Source: an optimization exercise on an open RTL-to-GDS flow (aim: small area). Production flows keep margins and buffers that such runs may drop.
At most, simulation tests tie the RTL to the original design; equivalence was not proved.
Function not checked in run 2: the RTL went through the layout flow alone.
Power and IR drop assume default switching activity. The clock port is modelled as an ideal driver; clocking choices that lean on that would not hold on a real chip.

==> flow/design.v <==
`timescale 1ns / 1ps
module processor
(
    input clk, reset,
    output [5:0]  imem_addr,
    input  [31:0] imem_data,
    output [6:0]  dmem_addr,
    output [31:0] dmem_wdata,
    output        dmem_we,
    input  [31:0] dmem_rdata,
    output        result_valid,
    output [31:0] Result
);
    wire [31:0] w = imem_data;
    reg  [10:0] cnt;
    wire [4:0]  c = cnt[4:0];
    wire        last = &c;
    wire        first = ~|c;
    assign imem_addr = cnt[10:5];
    always @(posedge clk)
        if (reset) cnt <= 11'd0;
        else       cnt <= cnt + 11'd1;
    reg clr;
    always @(posedge clk)
        clr <= reset | (clr & ~last);
    wire is_r  = w[6:0] == 7'b0110011;
    wire is_i  = w[6:0] == 7'b0010011;
    wire is_l  = w[6:0] == 7'b0000011;
    wire is_s  = w[6:0] == 7'b0100011;
    wire ls    = is_l | is_s;
    wire [2:0] f3 = w[14:12];
    wire [6:0] f7 = w[31:25];
    wire op_sub = ~ls & is_r & (f3 == 3'd0) & (f7 == 7'h20);
    wire op_add = ls ? (f3 == 3'd2) : ((f3 == 3'd0) & (~is_r | (f7 == 7'h00)));
    wire op_slt = ~ls & (f3 == 3'd2);
    wire op_nor = ~ls & (f3 == 3'd4);
    wire op_or  = ~ls & (f3 == 3'd6);
    wire alu_src = ls | is_i;
    wire wr_rd  = is_r | is_i | is_l;
    reg  [4:0] rd_prev;
    reg        wb_en;
    reg  [31:0] s;           
    wire wd = s[0] & ~clr;
    reg  [1023:0] rf;
    wire [31:0] rin;         
    genvar k;
    generate
        for (k = 0; k < 32; k = k + 1) begin : g_ring
            wire we = clr | (wb_en & (rd_prev == k));
            assign rin[k] = we ? wd : rf[32*k];
            always @(posedge clk)
                rf[32*k +: 32] <= {rin[k], rf[32*k+1 +: 31]};
        end
    endgenerate
    wire a  = rin[w[19:15]];
    wire r2 = rin[w[24:20]];
    reg imm;
    always @(*) begin
        if (c >= 5'd11)            imm = w[31];
        else if (is_s && c < 5'd5) imm = w[7 + c];
        else                       imm = w[20 + c];
    end
    wire b   = alu_src ? imm : r2;
    wire inv = op_sub | op_slt;
    wire bb  = b ^ inv;
    reg  carry;
    wire cin  = first ? inv : carry;
    wire sum  = a ^ bb ^ cin;
    wire cout = (a & bb) | (a & cin) | (bb & cin);
    always @(posedge clk) carry <= cout;
    wire alu = (op_add | op_sub) ? sum :
               op_slt ? 1'b0 :
               op_or  ? (a | b) :
               op_nor ? ~(a | b) :
               (a & b);
    wire lt = a ^ bb ^ cout;
    wire slt_fix = op_slt & lt & last;
    wire ld_cap = is_l & last;
    always @(posedge clk) begin
        if (ld_cap) s <= dmem_rdata;
        else        s <= {alu, s[31:2], s[1] | slt_fix};
    end
    reg [31:1] d;
    always @(posedge clk) d <= {r2, d[31:2]};
    always @(posedge clk)
        if (last) begin
            rd_prev <= w[11:7];
            wb_en   <= wr_rd;
        end
    assign Result       = {alu, s[31:2], s[1] | slt_fix};
    assign result_valid = last & ~reset;
    assign dmem_addr    = s[9:3];
    assign dmem_wdata   = {r2, d[31:1]};
    assign dmem_we      = is_s & last & ~reset;
endmodule
==> flow/flow/run.sh <==
#!/bin/bash
# Standard ORFS flow with smaller port buffers and a leaner clock tree.
set -euo pipefail
export BUFFER_PORTS_ARGS="-buffer_cell sky130_fd_sc_hd__buf_1"
export CTS_ARGS="-sink_clustering_enable -repair_clock_nets -dont_use_dummy_load -buf_list sky130_fd_sc_hd__clkbuf_16 -sink_clustering_size 32 -sink_clustering_max_diameter 100"
bash standard.sh > standard.log 2>&1
==> flow/standard.sh <==
#!/bin/bash
# synth_recipe.tcl (not shown) runs the flow's synth.tcl, then flattens the netlist and writes it again
# the make line also repeats each setting of config.mk as NAME=value (left out here)
make -C /OpenROAD-flow-scripts/flow DESIGN_CONFIG=/design/flow/config.mk WORK_HOME=/design/flow/orfs CLKGATE_MAP_FILE= SYNTH_SCRIPT=/design/flow/synth_recipe.tcl "${@:-finish}"
==> flow/config.mk <==
export PLATFORM = sky130hd
export DESIGN_NAME = processor
export DESIGN_NICKNAME = processor
export VERILOG_FILES = /design/flow/design.v
export SDC_FILE = /design/flow/constraint.sdc
export NUM_CORES = 8
export LEC_CHECK = 0
export CAP_MARGIN = 20
export CORE_MARGIN = 2
export CORE_UTILIZATION = 40
export SLEW_MARGIN = 20
==> flow/constraint.sdc <==
create_clock -name core_clock -period 11.0 [get_ports {clk}]
set_input_delay 2.2000 -clock core_clock [delete_from_list [all_inputs] [get_ports {clk}]]
set_output_delay 2.2000 -clock core_clock [all_outputs]
set_load 0.01 [all_outputs]
==> flow_metrics.tcl, run 1 <==
set metrics [dict create \
    cts_tree "yes" \
    avgSynthCellArea_um2 16.1 \
    cts.htree.levels 2 \
    p_comb_share_pct 2.0 \
    yosys_most_used_dff "dfxtp_1" \
    cts_hold_buffers 0 \
    slew-limit-headroom_pct 44.8 \
    min_period_ns 8.07 \
    yosysMostFrequentCell "dfxtp_1" \
    kind_of_end_point_of_the_critical_path "output port" \
    cts_max_path_buffers 3 \
    number_of_global_route_vias_before_repair 10900 \
    drt_iter0_markers 481 \
    synth_commonest_cells "1100 x dfxtp_1, 47 x nor2_1, 40 x buf_4" \
    synth-seq-cells 1106 \
    drtPass1Iterations 4 \
    tritoncts_buffers 42 \
    num-fill-cells 5640 \
    synth_top_area_share_pct 86.8 \
    floorplan.rows 92 \
    post_cts_buffers 0 \
    first_pass_grt_wire_length_um 60500 \
    power.share.clock_pct 29.5 \
    power_density_relative_to_cell_area_mw_per_mm2 214 \
    cts.sink_count 1106 \
    remaining_antenna_violation_count 0 \
    grt_use_total_pct 11.8 \
    crit_path_max_incr_delay_ns 0.59 \
    insertion_delay_ns 0.60 \
    power_frac_seq_pct 68.5 \
    cts_resized 0 \
    netlist_instances 1573 \
    netlist.top_cell.by_area "dfxtp_1" \
    buffer_ports.inserted 144 \
    floorplan.die.height_um 256 \
    synth_xor_xnor_area_share_pct 0.345 \
    post-route-drc-count 0 \
    run_status "finished clean" \
    worst_clock_skew_ns 0.0685 \
    max-vdd-ir-drop_mv 0.131 \
    p_sw_share_pct 19.4 \
    timing.critical_path.max_delay_family "compound AO/OA/AOI/OAI gates" \
    crit_path_arrival_time_ns 5.87 \
    cell_internal_pwr_w 0.00478 \
    maxClockFrequency_mhz 124 \
    synth-adder-area-share_pct 0.306 \
    synth.area.mux_share_pct 3.06 \
    switching_power_w 0.00115 \
    path_class "in2out" \
    post_route_cells_drive_above_1_share_pct 5.74 \
    final.hold.worst_slack_ns 0.258 \
    hold_viol 0 \
    floorplan.io_pins 145 \
    setup_viol 0 \
    leakagePower_nw 10.6 \
    yosys_warnings 1 \
    mappedNetlistArea_mm2 0.0254 \
    worst_setup_hold_path_clk_slew_ns 0.10 \
    antenna_violations_before_repair 2 \
    critical_path.cell_chain "buf_1 -> nand2b_1 -> nand2b_1 -> o221a_2 -> a221oi_1 -> a211oi_1 -> a221oi_2 -> xnor2_1 -> fa_1 -> o41ai_1 -> buf_1" \
    yosys.area_share.simple_pct 3.67 \
    antenna_cells 0 \
    final_max_slew_viol_count 0 \
    finalWeightedCongestion 0.811 \
    gr-total-overflow 0 \
    worst_ep_required_time_ns 8.80 \
    slowest_stage "o41ai_1" \
    rsz_0062_raised_after_global_routing "no" \
    detail_route.wl_per_cell_um 15.2 \
    crit_fanout 10 \
    top_cells_by_area_synth "dfxtp_1 87%, mux2_2 1.6%, buf_4 1.2%" \
    synth_enable_flop_cells 6 \
    maximum_number_of_pins_on_one_net_before_global_route_repair 46 \
    synth.yosys.seq_area_share_pct 87.5 \
    detailedPlacementHpwl_um 25300 \
    hp-class "reg2reg" \
    final.setup.tns_ns 0 \
    start_util_pct 40.4 \
    dieArea_mm2 0.0655 \
    die-width_um 256 \
    main_combinational_cell_family_by_area_after_synthesis "simple AND/OR/NAND/NOR gates" \
    synth-compound-area-share_pct 3.03 \
    final-seq-area_mm2 0.0222 \
    worstPathBufferInverterCount 2 \
    layout.nets 1762 \
    clockRootBuffer "clkbuf_16" \
    worst_setup_path_start_kind "primary input" \
    async_flop_share_pct 0 \
    finalCritPeriodShare_pct 73.4 \
    drt_wl_total_um 38600 \
    multiInputGateArea_mm2 0.00265 \
    yosysUniqueCellTypes 75 \
    maxCapViolCount 0 \
    syn_nets 1644 \
    final_core_util_pct 44.0 \
    tightest_slew_ns 0.827 \
    num_vias 10700 \
    layout-area-overhead-vs-synth_pct 8.90 \
    core_area_mm2 0.0629 \
    via_per_inst 4.20 \
]
==> kinds of logic after synthesis <==
logic type               after synthesis
multiplexers                          68
AND/OR/NAND/NOR                      177
flip-flops                          1106
AO/OA/AOI/OAI                        109
XOR/XNOR                              10
adder cells (fa/ha/maj)                5
buffers and inverters                 98
==> area by class of cell <==
class	instances	area share, %
clock buffer	42	3.80
inverter	21	0.285
multi-input combinational	369	9.59
sequential	1106	80.3
tap	846	3.83
timing repair buffer	151	2.15
==> routing by layer <==
metal,share of wire [%],vias to the layer above,track usage (%)
met4,2.1,4,3.75
met3,5.7,49,2.80
met2,43,243,18.5
met1,49,5094,16.0
li1,-,5264,-
met5,0.060,-,0
==> registers in the layout, indices dropped and copies added (netlist names) <==
name,flops
rf,1024
s,32
wb_en,1
d,31
cnt,11
rd_prev,5
carry,1
clr,1
==> power by group through the flow <==
stage                     clock network (W)  logic [W]  registers, W
after floorplan                           0  0.0000948       0.00415
after global placement                    0   0.000122       0.00415
after detailed placement                  0   0.000122       0.00415
after CTS                           0.00183   0.000122       0.00406
after global routing                0.00197   0.000132       0.00406
final                               0.00175   0.000121       0.00406
==> cell usage in the layout (no fill, tap or decap), types with 7 or more instances in the layout <==
master	count
buf_1	144
mux2_2	36
nor2_1	47
dfxtp_1	1100
nand2_1	38
nor3_1	9
a21oi_1	26
nor2b_1	7
nand2b_1	17
clkbuf_16	42
o21ai_0	11
nand4_1	7
buf_4	7
inv_1	21
a31oi_1	9
mux2i_1	27
nand3_1	17
==> worst register-to-register path, cell delays in order (launching register included) <==
cell and delay, ns:
edfxtp_1 0.62, nor4b_2 0.59, nand3_1 0.36, and3_1 0.27
a311o_1 0.30, mux4_2 0.46, o211ai_1 0.18, o41a_1 0.34
inv_1 0.16, fa_1 0.46, o41ai_1 0.60, mux2_2 0.31
==> final timing paths <==
check,endpoint,slack [ns],cells after the start,startpoint
worst max-delay path,Result[0],2.93,11,imem_data[21]
worst min-delay path,rf[94]$_DFF_P_,0.26,0,rf[95]$_DFF_P_
worst min register to register,rf[94]$_DFF_P_,0.26,0,rf[95]$_DFF_P_
worst max register to register,s[0]$_DFF_P_,6.23,11,rd_prev[2]$_DFFE_PP_
==> stage by stage <==
| stage | setup slack [ns] | std cells | power (W) | instance area [µm²] |
|---|---|---|---|---|
| finish | 2.93 | 2535 | 0.00592 | 27600 |
| CTS | 2.78 | 2535 | 0.00601 | 27600 |
| floorplan | 3.72 | 1573 | 0.00424 | 25400 |
| detailed placement | 2.78 | 2493 | 0.00427 | 26600 |
| global route | 2.51 | 2535 | 0.00617 | 27600 |
| global placement | 2.80 | 2493 | 0.00427 | 26600 |
==> run 2, diff against run 1 <==
--- a/flow/design.v
+++ b/flow/design.v
@@ -60,20 +60,18 @@
         else if (is_s && c < 5'd5) imm = w[7 + c];
         else                       imm = w[20 + c];
     end
-    wire b   = alu_src ? imm : r2;
-    wire inv = op_sub | op_slt;
-    wire bb  = b ^ inv;
+    wire b     = alu_src ? imm : r2;
+    wire inv   = op_sub | op_slt;
+    wire arith = op_add | inv;
+    wire bb    = b ^ inv;
     reg  carry;
-    wire cin  = first ? inv : carry;
-    wire sum  = a ^ bb ^ cin;
-    wire cout = (a & bb) | (a & cin) | (bb & cin);
-    always @(posedge clk) carry <= cout;
+    wire cin   = arith ? (first ? inv : carry) : (op_or | op_nor);
+    wire sum   = a ^ bb ^ cin;
+    wire maj   = (a & bb) | (a & cin) | (bb & cin);
+    always @(posedge clk) carry <= maj;
     wire alu = (op_add | op_sub) ? sum :
-               op_slt ? 1'b0 :
-               op_or  ? (a | b) :
-               op_nor ? ~(a | b) :
-               (a & b);
-    wire lt = a ^ bb ^ cout;
+               op_slt ? 1'b0 : (maj ^ op_nor);
+    wire lt = a ^ bb ^ maj;
     wire slt_fix = op_slt & lt & last;
     wire ld_cap = is_l & last;
     always @(posedge clk) begin
==> flow_metrics.tcl, run 2 <==
set metrics [dict create \
    run_status "finished clean" \
    cell_internal_pwr_w 0.00479 \
    biggestRegsByFlops "rf: 1024 flops, s: 32 flops, d: 31 flops" \
    drtPass1Iterations 4 \
    synth-adder-area-share_pct 0.309 \
    p_sw_share_pct 19.3 \
    leading_cell_type_in_the_layout_fill_and_taps_excluded "dfxtp_1" \
    start_util_pct 40.6 \
    syn_nets 1576 \
    antenna_violations_before_repair 1 \
    core_area_mm2 0.0618 \
    design_power_total_w 0.00593 \
    tritoncts_buffers 43 \
    power_frac_seq_pct 68.3 \
    layout-area-overhead-vs-synth_pct 9.12 \
    layoutNonFillerInstCount 2466 \
    post_cts_buffers 0 \
    yosys.area_share.simple_pct 3.07 \
    max-vdd-ir-drop_mv 0.117 \
    first_pass_grt_wire_length_um 55300 \
    dieArea_mm2 0.0647 \
    tightest_slew_ns 0.972 \
    hold_viol 0 \
    maxClockFrequency_mhz 116 \
    netlist.top_cell.by_area "dfxtp_1" \
    layout.nets 1701 \
    leakagePower_nw 10.4 \
    min_period_ns 8.62 \
    die-width_um 254 \
    insertion_delay_ns 0.61 \
    buffer_ports.inserted 144 \
    yosys_warnings 1 \
    cts_tree "yes" \
    synth_xor_xnor_area_share_pct 0.314 \
    clockRootBuffer "clkbuf_16" \
    dp_slack_ns 2.38 \
    worst_r2r_endpoint "s[31]$_DFF_P_" \
    cts.sink_count 1106 \
    synth.area.mux_share_pct 3.74 \
    finalWeightedCongestion 0.848 \
    cts_resized 0 \
    worst_setup_path_start_kind "primary input" \
    power.share.clock_pct 29.9 \
    main_combinational_cell_family_by_area_after_synthesis "multiplexers" \
    netlist_instances 1505 \
    slew-limit-headroom_pct 35.1 \
    cts_max_path_buffers 3 \
    worst_clock_skew_ns 0.0953 \
    mappedNetlistArea_mm2 0.0251 \
    worst_r2r_path_cells 14 \
    rr_startpoint "cnt[0]$_SDFF_PP0_" \
    p_comb_share_pct 1.8 \
    cts_hold_buffers 0 \
    floorplan.rows 91 \
    power_density_relative_to_cell_area_mw_per_mm2 217 \
    synth-compound-area-share_pct 2.15 \
    finalCritPeriodShare_pct 78.4 \
    final.setup.tns_ns 0 \
    switching_power_w 0.00115 \
    post-route-drc-count 0 \
    final_design_area_no_fill_mm2 0.0274 \
    synth_commonest_cells "1100 x dfxtp_1, 46 x nor2_1, 39 x buf_4" \
    drt_wl_total_um 35400 \
    grt_use_total_pct 11.2 \
    synth_top_area_share_pct 87.8 \
    yosysMostFrequentCell "dfxtp_1" \
    maximum_number_of_pins_on_one_net_before_global_route_repair 38 \
    mostFrequentLayoutCells "1100 x dfxtp_1, 144 x buf_1, 46 x nor2_1" \
    place_area_mm2 0.0263 \
    detailedPlacementHpwl_um 22900 \
    post_route_cells_drive_above_1_share_pct 6.51 \
    reg2reg_slack_ns 6.43 \
    floorplan.io_pins 145 \
    crit_fanout 6 \
    worst_setup_hold_path_clk_slew_ns 0.11 \
    yosys_most_used_dff "dfxtp_1" \
    placedCellCount 2422 \
    regMostFlops "rf" \
    final_max_slew_viol_count 0 \
    top_cells_by_area_synth "dfxtp_1 88%, mux2_2 1.4%, buf_4 1.2%" \
    crit_path_arrival_time_ns 6.42 \
    drt_iter0_markers 483 \
    setup_viol 0 \
    largest_register_ffs 1024 \
    synth_enable_flop_cells 6 \
    worst_setup_path_endpoint "Result[31]" \
    final_critical_path_setup_slack_ns 2.38 \
    via_per_inst 4.05 \
    number_of_global_route_vias_before_repair 9873 \
    synth-seq-cells 1106 \
    maxCapViolCount 0 \
    path_class "in2out" \
    gr-total-overflow 0 \
    worst_ep_required_time_ns 8.80 \
    kind_of_end_point_of_the_critical_path "output port" \
    hp-class "reg2reg" \
    rsz_0062_raised_after_global_routing "no" \
    yosysUniqueCellTypes 62 \
    cts.htree.levels 2 \
    detail_route.wl_per_cell_um 14.3 \
    remaining_antenna_violation_count 0 \
    synth.yosys.seq_area_share_pct 88.5 \
    floorplan.die.height_um 254 \
    num_vias 9998 \
    async_flop_share_pct 0 \
    setup.worst_path.start "imem_data[3]" \
    avgSynthCellArea_um2 16.7 \
]
-- run 2: cell count changes in the layout (fill, tap and decap cells not counted), moves of 6 or more --
cell      delta
nand2b_1    -12
mux4_2       +9
inv_1        -8
o21ai_0      +8
a31oi_1      -7
nand2_1      -7
a22oi_1      -6
-- run 2: per-stage QoR --
stage / hold WS [ns] / utilization [%]
2_1_floorplan: 0.310 / -
3_3_place_gp: 0.309 / 42.5
3_5_place_dp: 0.312 / 42.5
4_1_cts: 0.245 / 44.3
5_1_grt: 0.233 / 44.3
6_report: 0.248 / 44.3
-- run 2: power by group through the flow --
stage | Sequential [W] | Clock [W] | Combinational (W)
2_1_floorplan | 0.00414 | 0 | 0.0000820
3_3_place_gp | 0.00414 | 0 | 0.000107
3_5_place_dp | 0.00415 | 0 | 0.000108
4_1_cts | 0.00405 | 0.00186 | 0.000108
5_1_grt | 0.00406 | 0.00201 | 0.000116
6_report | 0.00405 | 0.00177 | 0.000107
-- run 2: worst min-delay path by stage --
| stage | start | slack [ns] | cells past startpoint | end |
|---|---|---|---|---|
| floorplan | rf[1]$_DFF_P_ | 0.31 | 0 | rf[0]$_DFF_P_ |
| global placement | rf[273]$_DFF_P_ | 0.31 | 0 | rf[272]$_DFF_P_ |
| detailed placement | rf[216]$_DFF_P_ | 0.31 | 0 | rf[215]$_DFF_P_ |
| CTS | rf[287]$_DFF_P_ | 0.25 | 0 | rf[286]$_DFF_P_ |
| global route | rf[287]$_DFF_P_ | 0.23 | 0 | rf[286]$_DFF_P_ |
| finish | rf[287]$_DFF_P_ | 0.25 | 0 | rf[286]$_DFF_P_ |
-- run 2: cells by family (layout without fill, tap and decap cells) --
family | count (synthesis) | count (layout)
AO/OA/AOI/OAI | 83 | 83
XOR/XNOR | 9 | 9
adder cells (fa/ha/maj) | 5 | 5
buffers and inverters | 82 | 205
flip-flops | 1106 | 1106
multiplexers | 73 | 73
other | 0 | 1
AND/OR/NAND/NOR | 147 | 147
-- run 2: layout make-up --
| type | count | area (µm²) |
|---|---|---|
| Fill cell | 5442 | 34500 |
| Sequential cell | 1106 | 22200 |
| Antenna cell | 1 | 2.50 |
| Timing Repair Buffer | 149 | 578 |
| Clock buffer | 43 | 1080 |
| Multi-Input combinational cell | 317 | 2410 |
| Tap cell | 837 | 1050 |
| Inverter | 13 | 48.8 |
-- run 2: worst max-delay path: stages --
cell	delay (ns)
buf_1	0.11
or3_1	0.45
nor3_2	0.36
and4_1	0.38
mux4_2	0.52
or4b_2	0.60
o311ai_0	0.11
o211ai_1	0.17
xor2_1	0.22
fa_1	0.46
inv_1	0.09
nor4_1	0.05
o21ai_0	0.16
o21ai_0	0.10
mux2_2	0.31
buf_1	0.14
-- run 2: routing by layer --
metal  vias up  GRT usage (%)  part of all wire [%]
met2       242           16.8                    42
met1      4687           15.6                    50
met4         0           4.02                   2.6
li1       5012              -                     -
met5         -              0                     0
met3        57           2.78                   5.8
==> run 3, diff against run 2 <==
--- a/flow/design.v
+++ b/flow/design.v
@@ -41,19 +41,29 @@
     reg        wb_en;
     reg  [31:0] s;           
     wire wd = s[0] & ~clr;
+    wire [3:0] Pn;
+    wire [7:0] Qn;
+    genvar k;
+    generate
+        for (k = 0; k < 4; k = k + 1) begin : g_p
+            assign Pn[k] = ~(clr | (wb_en & (rd_prev[1:0] == k)));
+        end
+        for (k = 0; k < 8; k = k + 1) begin : g_q
+            assign Qn[k] = ~(clr | (rd_prev[4:2] == k));
+        end
+    endgenerate
     reg  [1023:0] rf;
     wire [31:0] rin;         
-    genvar k;
     generate
         for (k = 0; k < 32; k = k + 1) begin : g_ring
-            wire we = clr | (wb_en & (rd_prev == k));
-            assign rin[k] = we ? wd : rf[32*k];
+            ring_in u_in (.h(rf[32*k]), .d(wd), .pn(Pn[k%4]), .qn(Qn[k/4]), .y(rin[k]));
             always @(posedge clk)
                 rf[32*k +: 32] <= {rin[k], rf[32*k+1 +: 31]};
         end
     endgenerate
-    wire a  = rin[w[19:15]];
-    wire r2 = rin[w[24:20]];
+    wire a, r2;
+    mux32 u_ra (.x(rin), .s(w[19:15]), .y(a));
+    mux32 u_rb (.x(rin), .s(w[24:20]), .y(r2));
     reg imm;
     always @(*) begin
         if (c >= 5'd11)            imm = w[31];
@@ -74,10 +84,14 @@
     wire lt = a ^ bb ^ maj;
     wire slt_fix = op_slt & lt & last;
     wire ld_cap = is_l & last;
-    always @(posedge clk) begin
-        if (ld_cap) s <= dmem_rdata;
-        else        s <= {alu, s[31:2], s[1] | slt_fix};
-    end
+    wire [31:0] s_sh = {alu, s[31:2], s[1] | slt_fix};
+    wire [31:0] s_nx;
+    generate
+        for (k = 0; k < 16; k = k + 1) begin : g_s
+            mux2x2 u_s (.a(s_sh[2*k +: 2]), .b(dmem_rdata[2*k +: 2]), .s(ld_cap), .y(s_nx[2*k +: 2]));
+        end
+    endgenerate
+    always @(posedge clk) s <= s_nx;
     reg [31:1] d;
     always @(posedge clk) d <= {r2, d[31:2]};
     always @(posedge clk)
@@ -91,3 +105,29 @@
     assign dmem_wdata   = {r2, d[31:1]};
     assign dmem_we      = is_s & last & ~reset;
 endmodule
+module ring_in(input h, input d, input pn, input qn, output y);
+    assign y = ~(pn | qn) ? d : h;
+endmodule
+module mux2x2(input [1:0] a, input [1:0] b, input s, output [1:0] y);
+    assign y = s ? b : a;
+endmodule
+module mux2(input a, input b, input s, output y);
+    assign y = s ? b : a;
+endmodule
+module mux4(input [3:0] x, input [1:0] s, output y);
+    assign y = x[s];
+endmodule
+module mux32(input [31:0] x, input [4:0] s, output y);
+    wire [7:0] m;
+    wire [1:0] n;
+    genvar i;
+    generate
+        for (i = 0; i < 8; i = i + 1) begin : g_l1
+            mux4 u (.x(x[4*i +: 4]), .s(s[1:0]), .y(m[i]));
+        end
+        for (i = 0; i < 2; i = i + 1) begin : g_l2
+            mux4 u (.x(m[4*i +: 4]), .s(s[3:2]), .y(n[i]));
+        end
+    endgenerate
+    mux2 u_l3 (.a(n[0]), .b(n[1]), .s(s[4]), .y(y));
+endmodule
--- a/flow/config.mk
+++ b/flow/config.mk
@@ -9,3 +9,5 @@
 export CORE_MARGIN = 2
 export CORE_UTILIZATION = 40
 export SLEW_MARGIN = 20
+export SYNTH_HIERARCHICAL = 1
+export SYNTH_MINIMUM_KEEP_SIZE = 0
==> flow_metrics.tcl, run 3 <==
set metrics [dict create \
    final.hold.worst_slack_ns 0.264 \
    switching_power_w 0.00109 \
    biggestRegsByFlops "rf: 1024 flops, s: 32 flops, d: 31 flops" \
    post-route-drc-count 0 \
    setup_viol 0 \
    critical_path.cell_chain "buf_1 -> mux4_2 -> mux4_2 -> mux2_4 -> inv_1 -> a31oi_1 -> a31oi_1 -> nor3_1 -> a31oi_1 -> o211ai_1 -> fa_1 -> o41ai_1 -> buf_1" \
    run_status "finished clean" \
    detail_route.wl_per_cell_um 13.7 \
    detailedPlacementHpwl_um 21100 \
    final_max_slew_viol_count 0 \
    cts.sink_count 1106 \
    post_route_cells_drive_above_1_share_pct 6.74 \
    cts_hold_buffers 0 \
    via_per_inst 4.12 \
    cell_internal_pwr_w 0.00473 \
    synth_enable_flop_cells 6 \
    mostFrequentLayoutCells "1100 x dfxtp_1, 144 x buf_1, 45 x nor2_1" \
    top_cells_by_area_synth "dfxtp_1 89%, mux4_2 1.8%, mux2_1 1.5%" \
    final_critical_path_setup_slack_ns 2.54 \
    netlist.top_cell.by_area "dfxtp_1" \
    insertion_delay_ns 0.61 \
    leading_cell_type_in_the_layout_fill_and_taps_excluded "dfxtp_1" \
    cts_max_path_buffers 3 \
    synth.yosys.seq_area_share_pct 89.6 \
    crit_fanout 9 \
    gr-total-overflow 0 \
    tightest_slew_ns 0.941 \
    p_sw_share_pct 18.8 \
    rsz_0062_raised_after_global_routing "no" \
    hold_viol 0 \
    grt_use_total_pct 10.0 \
    layout.nets 1631 \
    syn_nets 1487 \
    yosys_warnings 7 \
    post_cts_buffers 0 \
    dieArea_mm2 0.0640 \
    floorplan.rows 91 \
    hp-class "reg2reg" \
    min_period_ns 8.46 \
    maximum_number_of_pins_on_one_net_before_global_route_repair 33 \
    drtPass1Iterations 5 \
    kind_of_end_point_of_the_critical_path "output port" \
    cts.htree.levels 2 \
    worst_setup_hold_path_clk_slew_ns 0.11 \
    floorplan.io_pins 145 \
    max-vdd-ir-drop_mv 0.150 \
    power_density_relative_to_cell_area_mw_per_mm2 215 \
    path_class "in2out" \
    largest_register_ffs 1024 \
    die-width_um 253 \
    start_util_pct 40.3 \
    slew-limit-headroom_pct 36.5 \
    buffer_ports.inserted 144 \
    power_frac_seq_pct 69.1 \
    worst_ep_required_time_ns 8.80 \
    finalWeightedCongestion 0.825 \
    clockRootBuffer "clkbuf_16" \
    cts_tree "yes" \
    maxClockFrequency_mhz 118 \
    drt_wl_total_um 32100 \
    num_vias 9686 \
    layoutNonFillerInstCount 2353 \
    netlist_instances 1416 \
    mappedNetlistArea_mm2 0.0248 \
    synth_commonest_cells "1100 x dfxtp_1, 45 x nor2_1, 41 x buf_4" \
    async_flop_share_pct 0 \
    yosysUniqueCellTypes 51 \
    regMostFlops "rf" \
    worst_clock_skew_ns 0.0954 \
    cts_resized 0 \
    yosys_most_used_dff "dfxtp_1" \
    final.setup.tns_ns 0 \
    core_area_mm2 0.0615 \
    synth-seq-cells 1106 \
    remaining_antenna_violation_count 0 \
    layout-area-overhead-vs-synth_pct 9.16 \
    floorplan.die.height_um 253 \
    first_pass_grt_wire_length_um 49600 \
    maxCapViolCount 0 \
    number_of_global_route_vias_before_repair 9240 \
    crit_top_cell "a31oi_1" \
    antenna_violations_before_repair 3 \
    dp_slack_ns 2.45 \
    p_comb_share_pct 1.0 \
    worst_setup_path_start_kind "primary input" \
    synth_top_area_share_pct 88.8 \
    slowest_stage "o41ai_1" \
    finalCritPeriodShare_pct 76.9 \
    crit_path_max_incr_delay_ns 0.83 \
    avgSynthCellArea_um2 17.5 \
    drt_iter0_markers 441 \
    power.share.clock_pct 29.9 \
    tritoncts_buffers 42 \
    placedCellCount 2306 \
    crit_path_arrival_time_ns 6.26 \
    leakagePower_nw 10.5 \
    yosysMostFrequentCell "dfxtp_1" \
]
run 3: changes by cell type after synthesis, sizes merged, moves of 11 or more:
| cell | delta |
|---|---|
| a21oi | -22 |
| a31oi | +15 |
| buf | -11 |
| clkbuf | -12 |
| mux2 | +31 |
| mux2i | -17 |
| nand2 | -22 |
| o21ai | -12 |
run 3: worst max-delay path, delay by kind of cell:
kind                       cells  cell delay, ns
muxes                          3            1.36
buffers and inverters          3            0.74
adders and majority gates      1            0.41
and+or+nand+nor                1            0.08
AOI/OAI and AO/OA              5            1.47
run 3: stage by stage:
stage               total power, W  cell area, µm²  utilization, %
global route               0.00605           27000            44.0
CTS                        0.00591           27000            44.0
finish                     0.00583           27100            44.0
detailed placement         0.00418           26000            42.3
floorplan                  0.00416           24800               -
global placement           0.00418           26000            42.3
run 3: per-layer routing:
layer	track usage [%]	share of wire (%)	vias up	wire, µm
met3	2.41	4.9	83	1570
met5	0	0	-	0
met1	14.8	51	4622	16400
met4	4.01	3.5	0	1110
li1	-	-	4781	-
met2	14.1	41	200	13100
run 3: cell type report:
| cell class | instances | area (µm²) |
|---|---|---|
| fill | 5460 | 34400 |
| sequential | 1106 | 22200 |
| multi-input combinational | 247 | 2180 |
| clock buffer | 42 | 1050 |
| tap | 790 | 988 |
| timing repair buffer | 146 | 556 |
| inverter | 17 | 63.8 |
| antenna | 5 | 12.5 |
run 3: Yosys stat by module, one instance, submodules excluded, a selection:
module,times used,cells,flip-flops and latches
mux4,20,1,0
ring_in,32,2,0
mux2x2,16,2,0
mux2,2,1,0
processor,1,1298,1106
run 3: cells by family (layout without fill, tap and decap cells):
family                   count (synthesis)  in the layout  synth area share [%]
AO/OA/AOI/OAI                           47             47                  1.24
XOR/XNOR                                 5              5                 0.177
adder cells (fa/ha/maj)                  5              5                 0.313
buffers and inverters                   63            205                  1.64
flip-flops                            1106           1106                  89.6
multiplexers                            94             94                  5.17
other                                    0              5                     0
AND/OR/NAND/NOR                         96             96                  1.89
run 3: path summary, 6_finish.rpt:
path	start	slack, ns	endpoint	depth (start not counted)
worst max-delay path	imem_data[20]	2.54	Result[0]	13
worst max register to register	rd_prev[2]$_DFFE_PP_	5.67	s[0]$_DFF_P_	16
worst min register to register	rf[215]$_DFF_P_	0.26	rf[214]$_DFF_P_	0
worst min-delay path	rf[215]$_DFF_P_	0.26	rf[214]$_DFF_P_	0
run 3: power groups by stage:
| stage | Combinational, W | Sequential (W) | Clock [W] |
|---|---|---|---|
| after floorplan | 0.0000506 | 0.00411 | 0 |
| after global placement | 0.0000586 | 0.00412 | 0 |
| after detailed placement | 0.0000598 | 0.00412 | 0 |
| after CTS | 0.0000602 | 0.00403 | 0.00182 |
| after global routing | 0.0000657 | 0.00403 | 0.00195 |
| final | 0.0000601 | 0.00403 | 0.00174 |

-- separate check: timing with driven ports --
The results above use ideal ports. As a check the final layouts listed here were re-extracted and re-timed, cells and wires unchanged.
Step 1 (the two cells are an assumption about what drives the block):
set clk [get_ports {clk}]
set_driving_cell -lib_cell sky130_fd_sc_hd__clkbuf_16 $clk
set_driving_cell -lib_cell sky130_fd_sc_hd__buf_2 [delete_from_list [all_inputs] $clk]
Step 2 adds t to the input delays and takes it off the output delays; t is the mean of the earliest and latest rising clock arrival at the registers after step 1. Input paths then give back, and output paths get back, about the clock's delay inside the block.
Slacks: ideal / step 1 / step 2; pairs: ideal / step 1.
run	shift t [ns]	setup slack, ns	worst register clock-pin slew, ns	worst slew at a driven data input, ns
run 1	0.622	2.925 / 2.867 / 2.867	0.11 / 0.11	0.09
run 2	0.621	2.379 / 2.355 / 2.355	0.11 / 0.11	0.07
run 3	0.621	2.538 / 2.495 / 2.495	0.11 / 0.11	0.11
After both steps setup and hold are still met in every run listed. For run 1, which loses most, drivers alone change the setup slack by -0.058 ns; drivers and shift together by -0.058 ns.
